Context: an optimization exercise on an open-source flow, tuned for small area and a short achievable clock period. The choices shown serve that exercise and are no tape-out recipe. No activity file was given, so power comes from the tool's default toggle rates.

alpha:
==> flow/design.v <==
`timescale 1ns / 1ps
module awstm(
        pps,
        tevt,
        evt,
        rst_n,
        clk
    );
    input pps;
    input [31:0] tevt;
    output [31:0] evt;
    input rst_n;
    input clk;
    reg r_pps;
    reg r_pps_lock;
    reg [14:0] r_k;           
    reg [26:0] r_td;
    reg [16:0] r_awstm;
    reg [30:0] r_tmev_next;
    reg [17:0] r_set_tmev;    
    reg [10:0] r_tcor;
    reg [7:0]  r_tcor_max;    
    reg r_eq;                 
    reg r_wrap;               
    wire evt_pps = pps & ~r_pps;
    assign evt = {r_set_tmev[17], 14'd0, r_set_tmev[16:0]};
    wire        low_zero = ~|r_td[18:0];
    wire [6:0]  a = (r_td[25:19] ^ {7{r_td[26]}}) + {6'd0, r_td[26] & low_zero};
    wire [6:0]  t1;
    wire [6:0]  t2;
    assign t1[6] = a[6];
    assign t1[5:0] = a[6:1] | a[5:0];
    assign t2[6] = t1[6];
    assign t2[5:0] = t1[6:1] ^ t1[5:0];
    wire [7:0]  tcm_next = {~(t1[1] & t1[2]), t2[0], t2[1], t2[2], t2[3], t2[4], t2[5], t2[6]};
    wire tcor_ge = r_tcor[10:3] >= r_tcor_max;
    wire [10:0] tcor_next = tcor_ge ? 11'd0 : r_tcor + 11'd1;
    wire eq_next = (tcor_next == {tcm_next, 3'd0});
    wire k_to = r_k[14] & ~r_k[12] & ~r_k[9] & ~r_k[8] & ~r_k[7] & ~r_k[2] & ~r_k[1] & ~r_k[0];
    wire cor = ~r_wrap & r_eq;
    wire inc0 = r_eq & r_td[26];
    wire inc2 = r_eq & ~r_td[26];
    wire at_99998 = (&r_awstm[16:15]) & (&r_awstm[10:9]) & r_awstm[7] & (&r_awstm[4:1]);
    wire at_99997 = (&r_awstm[16:15]) & (&r_awstm[10:9]) & r_awstm[7] & (&r_awstm[4:2]) & r_awstm[0];
    wire wrap_next = ~r_wrap & ((at_99998 & ~inc0) | (at_99997 & inc2));
    wire [16:0] aws_next = r_wrap ? 17'd0 : (inc2 ? r_awstm + 17'd2 : (inc0 ? r_awstm : r_awstm + 17'd1));
    wire [14:0] td_l = r_td[14:0];
    wire [11:0] td_h = r_td[26:15];
    wire [15:0] pk_l = {1'b0, td_l} + {1'b0, r_k};
    wire [11:0] td_h_p = td_h + 12'd1;
    wire [11:0] td_h_m = td_h - 12'd1;
    wire [11:0] pk_h = (r_k[14] == pk_l[15]) ? td_h : (pk_l[15] ? td_h_p : td_h_m);
    wire [14:0] pm_l = r_td[26] ? td_l + 15'd1 : td_l - 15'd1;
    wire        pm_c = r_td[26] ? (&td_l) : ~|td_l;
    wire [11:0] pm_h = pm_c ? (r_td[26] ? td_h_p : td_h_m) : td_h;
    wire [26:0] td_pk = {pk_h, pk_l[14:0]};
    wire [26:0] td_pm = {pm_h, pm_l};
    wire [16:0] tm_l = r_tmev_next[16:0];
    wire        tm_hz = ~|r_tmev_next[30:17];
    wire        tm_ho = &r_tmev_next[30:17];
    wire        l_ones = &tm_l;
    wire [16:0] e = ~(tm_l ^ r_awstm);
    wire [16:0] q;
    assign q[16:0] = {e[16:1] ^ ~(r_awstm[15:0] | ~tm_l[15:0]), ~e[0]};
    wire        m_eq = tm_hz & (&e);
    wire        m_p1 = (&q) & (l_ones ? tm_ho : tm_hz);
    wire        match = m_eq | m_p1;
    wire        tm_gt = ~tm_hz | (tm_l > 17'd99999);
    wire [30:0] tm_sum = tevt[30:0] + {14'd0, tm_l};
    wire [17:0] tm_dl = {1'b0, tm_l} + {1'b0, {17{tm_gt}} & 17'd31073};
    wire [13:0] tm_dh = r_tmev_next[30:17] - {13'd0, tm_gt & ~tm_dl[17]};
    wire [30:0] tm_keep = {tm_dh, tm_dl[16:0]};
    always @(posedge clk or negedge rst_n) begin
        if (rst_n == 1'b0) begin
            r_pps <= 1'b0;
            r_pps_lock <= 1'b0;
            r_k <= 15'd9999;
            r_td <= 27'd0;
            r_tcor <= 11'd0;
            r_tcor_max <= 8'd128;
            r_eq <= 1'b0;
            r_wrap <= 1'b0;
            r_awstm <= 17'd0;
            r_tmev_next <= 31'd0;
            r_set_tmev <= 18'd0;
        end else begin
            r_pps <= pps;
            r_tcor_max <= tcm_next;
            r_tcor <= tcor_next;
            r_eq <= eq_next;
            r_wrap <= wrap_next;
            if (evt_pps) begin
                r_pps_lock <= 1'b1;
                r_k <= 15'd9999;
            end else if (k_to) begin
                r_pps_lock <= 1'b0;
                r_k <= 15'd4999;
            end else begin
                r_k <= r_k - 15'd1;
            end
            if (cor)
                r_td <= td_pm;
            else if (evt_pps)
                r_td <= td_pk;
            r_awstm <= aws_next;
            if (match)
                r_set_tmev <= {r_pps_lock, r_awstm};
            r_tmev_next <= (match & ~tm_gt) ? tm_sum : tm_keep;
        end
    end
endmodule
clock: 6.0 ns
lec_check: 0
cap_margin: 20
core_margin: 2
core_utilization: 40
cts_buf_list: sky130_fd_sc_hd__clkbuf_8
place_density: 0.6
setup_slack_margin: 2.8
slew_margin: 20
standard.sh (not shown) runs the stock make flow with config.mk's settings and CLKGATE_MAP_FILE= SYNTH_SCRIPT=/design/flow/synth_recipe.tcl, a recipe that flattens the netlist after the stock synthesis.
==> flow/flow/run.sh <==
#!/bin/bash
# Standard ORFS layout; the only change is the cell used to buffer the ports.
set -euo pipefail
bash standard.sh finish "BUFFER_PORTS_ARGS=-buffer_cell sky130_fd_sc_hd__buf_1" > make_finish.log 2>&1
alpha ran to completion and came out clean on the timing, design-rule and antenna checks.
Modified inputs, beta compared to alpha
- PLACE_DENSITY changed from 0.6 to 0.75
- CORE_UTILIZATION changed from 40 to 60
Findings:
Diff alpha..beta | arithmetic-cell share of the synthesized area counting full adders, half adders and majority gates | unchanged. Overall power of the completed layout: beta vs alpha up 1.7%. What alpha reported for non-clock buffer count has to be multiplied by 1.17 to get the figure for beta. Going from alpha to beta, placer's final routability congestion estimate grew by a few percent. In the reports for beta and alpha, the larger growth of design area from synthesis to finish belongs to beta. On setup slack on the worst flop-to-flop path, beta does worse than alpha. Power per standard cell area, beta and alpha, higher one = beta. From beta to alpha, synthesized area did not move at all. Compared with alpha, beta shows number of global-route vias before repair that has gone up by a few percent.
No functional check of the RTL was part of any run of this note.

==> re-timing with driven ports <==
Ports are ideal in the flow. The routed layouts listed here were re-timed in OpenROAD.
Step 1 assumes that a clkbuf_16 drives the clock port and a buf_2 every other input.
Step 2 adds t to the input delays and takes it off the output delays; t is the mean of the earliest and latest rising clock arrival at the registers after step 1. Input paths then give back, and output paths get back, about the clock's delay inside the block.
Slacks: no drivers / after step 1 / after step 2; pairs: no drivers / after step 1.
run | t (ns) | setup slack, ns | latest minus earliest clock arrival (ns)
alpha | 0.483 | 2.129 / 2.129 / 2.026 | 0.015 / 0.016
beta | 0.475 | 1.998 / 1.998 / 1.998 | 0.014 / 0.013
After both steps every run listed still meets setup and hold. For alpha, which loses most, drivers alone change the setup slack by 0.000 ns; drivers and shift together by -0.103 ns.
